Context: an optimization exercise on an open-source flow, tuned for a short achievable clock period and few clock cycles per item. The choices shown serve that exercise and are no tape-out recipe. Only simulation tests tie the RTL to the original design; equivalence was not proved. Power is estimated from default activity; no workload was simulated.

Setup of build 67:
// cpu
module cpu(clk, rst, imem_addr, imem_rdata, dmem_addr, dmem_rdata, dmem_we, dmem_wdata);
Size: about 120 I/O pins, about 0.086 mm² of cells after synthesis.
export LEC_CHECK = 0
export CAP_MARGIN = 20
export CORE_MARGIN = 2
export CORE_UTILIZATION = 45
export PLACE_DENSITY = 0.7
export SETUP_SLACK_MARGIN = 5
export SLEW_MARGIN = 20
export SYNTH_HIERARCHICAL = 1
create_clock -name core_clock -period 7.5 [get_ports {clk}]
standard.sh (not shown) runs the stock make flow with config.mk's settings and CLKGATE_MAP_FILE= SYNTH_SCRIPT=/design/flow/synth_recipe.tcl, a recipe that flattens the netlist after the stock synthesis.
==> flow/flow/run.sh <==
#!/bin/bash
# The standard layout (standard.sh) with these changes:
# - synthesis leaves Yosys's adders to ABC instead of mapping them to the
#   library's full/half-adder cells, and ABC maps for delay (structural choices, then its classic
#   mapper; flow/abc.script) instead of ORFS's speed script;
set -o pipefail
export ADDER_MAP_FILE=
export MY_ABC_SCRIPT=$PWD/flow/abc.script
# The standard flow's synthesis script with the ABC script replaced
{ head -n 1 synth_recipe.tcl
  cat <<'EOT'
proc abc {args} {
  set i [lsearch -exact $args -script]
  if {$i >= 0} { set args [lreplace $args $i [expr {$i + 1}] -script $::env(MY_ABC_SCRIPT)] }
  yosys abc {*}$args
}
EOT
  tail -n +2 synth_recipe.tcl; } > flow_synth.tcl
bash standard.sh SYNTH_SCRIPT=$PWD/flow_synth.tcl SETUP_SLACK_MARGIN=5 finish 2>&1 | tee standard.log
==> flow/flow/abc.script <==
strash
dch
map -D 300
buffer -c
topo
stime -c
upsize -c
dnsize -c
Testbench counts of build 67, summed over its fixed seeds: cycles 46,044, instructions 44,290.
Modified inputs, build 43 compared to build 67
diff --git a/flow/config.mk b/flow/config.mk
--- a/flow/config.mk
+++ b/flow/config.mk
@@ -9,5 +9,6 @@
 export CORE_MARGIN = 2
 export CORE_UTILIZATION = 45
-export PLACE_DENSITY = 0.7
+export CTS_CLUSTER_DIAMETER = 100
+export CTS_CLUSTER_SIZE = 20
 export SETUP_SLACK_MARGIN = 5
 export SLEW_MARGIN = 20
[summary]
- Footprint of the multi-input gates in build 43 vs build 67: up 570 µm²
- [build 43] share of total power in sequential cells rose 5.6 points relative to build 67
- Total length of routed wires grows by a few percent when moving from build 67 to build 43.
- Against build 67 as the reference, build 43 delivers a lower final-layout clock buffer total.
- Taking build 67 as the reference, in build 43 share of the clock period used by the worst path moved down, number of vias per cell fell 0.051, total non-filler cell area in the finished layout dropped about 1.8%.
- Relative to build 67, met3 usage has gone down in build 43.
Relative to build 43, the following input files were edited for build 9:
diff --git a/flow/config.mk b/flow/config.mk
--- a/flow/config.mk
+++ b/flow/config.mk
@@ -8,5 +8,5 @@
 export CAP_MARGIN = 20
 export CORE_MARGIN = 2
-export CORE_UTILIZATION = 45
+export CORE_UTILIZATION = 55
 export CTS_CLUSTER_DIAMETER = 100
 export CTS_CLUSTER_SIZE = 20
==> comparison <==
- Build 9 ended with every stage complete and zero timing, DRC or antenna violations.
- Build 9 vs build 43, cell at the slowest stage of the critical path: sky130_fd_sc_hd__dfxtp_4 vs sky130_fd_sc_hd__dfxtp_2
- From build 43 to build 9 the numbers moved as follows: met2 global-route usage increased 8.8 points; total detailed-routing wirelength moved down; wire length of the first global-routing pass down about 1.1%; layout-stage area growth over the synthesis result went down; fraction of area in registers increased 0.80 points.
- Changes observed in build 9 relative to build 43: share of total power in combinational logic shows a reduction of 0.4 points; post-route non-filler standard cell count shows a reduction of 4.2%.
- Of build 43 and build 9, the run reporting the higher maximum vdd ir drop was build 9.
Changes in build 93 relative to build 9:
diff --git a/flow/config.mk b/flow/config.mk
--- a/flow/config.mk
+++ b/flow/config.mk
@@ -8,7 +8,7 @@
 export CAP_MARGIN = 20
 export CORE_MARGIN = 2
-export CORE_UTILIZATION = 55
-export CTS_CLUSTER_DIAMETER = 100
-export CTS_CLUSTER_SIZE = 20
+export CORE_UTILIZATION = 60
+export CTS_CLUSTER_DIAMETER = 120
+export CTS_CLUSTER_SIZE = 25
 export SETUP_SLACK_MARGIN = 5
 export SLEW_MARGIN = 20
==> summary.txt <==
Changes observed in build 93 relative to build 9: core box area has decreased; fraction of power consumed by sequential logic went up.
[build 93 vs build 9] via count: higher in build 93
Area growth from synthesis to layout down 1.5 points in build 93 wrt build 9
Slew of the pin with the lowest slew margin (lower): build 93
Run comparison: build 9 startpoint-to-endpoint class of the critical path reg2reg; build 93 startpoint-to-endpoint class of the critical path reg2out
Compared with build 9, in build 93 power spent charging and discharging nets shrank by 0.082 mW; final wirelength shrank by about 3%.
Here is what was changed in the inputs of build 48 compared with build 93.
diff --git a/flow/config.mk b/flow/config.mk
--- a/flow/config.mk
+++ b/flow/config.mk
@@ -8,5 +8,5 @@
 export CAP_MARGIN = 20
 export CORE_MARGIN = 2
-export CORE_UTILIZATION = 60
+export CORE_UTILIZATION = 50
 export CTS_CLUSTER_DIAMETER = 120
 export CTS_CLUSTER_SIZE = 25
--- outcome ---
Build 48 went all the way through the flow, and no timing, DRC or antenna check failed. Summary of build 48 over build 93: pre-CTS setup slack climbed 0.38 ns; wire length on met3 dropped about 18%; average via count per standard cell dropped 0.39; power density over the cells dropped 5.7 mW/mm². Build 48 has global-route usage over all layers below what build 93 had. The share of the final layout cell area in multi-input gates on build 93 is in line with that on build 48. In build 48 relative to build 93, count of clock-buffer cells in the layout had gone down slightly. Per the comparison of build 48 with build 93, final routed wirelength across all metal layers rose by 3.9%; placeable core area rose by about 20%; final area rose by 0.0020 mm²; global routing met2 resource utilization fell by 9.1 points.

static timing again, ports no longer ideal:
The results above use ideal ports. As a check the final layouts listed here were re-extracted and re-timed, cells and wires unchanged. Step 1 sets driving cells, clkbuf_16 on the clock port and buf_2 on the other inputs (assumed; they add their load-dependent delay and slew). Step 2 adds t to the input delays and takes it off the output delays; t is the mean of the earliest and latest rising clock arrival at the registers after step 1. Input paths then give back, and output paths get back, about the clock's delay inside the block. Slacks: ideal / step 1 / step 2; pairs: ideal / step 1.
run | t (ns) | setup WS [ns] | worst setup path at the end | pins driven straight from the clock port
build 67 | 0.931 | 4.639 / 4.583 / 3.853 | input to register | 1
build 43 | 0.885 | 4.729 / 4.629 / 3.815 | input to register | 1
build 9 | 0.854 | 4.746 / 4.674 / 3.905 | input to register | 1
build 93 | 0.875 | 4.655 / 4.566 / 3.811 | input to register | 1
build 48 | 0.836 | 4.703 / 4.663 / 3.863 | input to register | 1
After both steps every run listed still meets setup and hold. The setup slack of build 43, which loses most, moves by -0.100 ns with the drivers and by -0.914 ns with both steps.
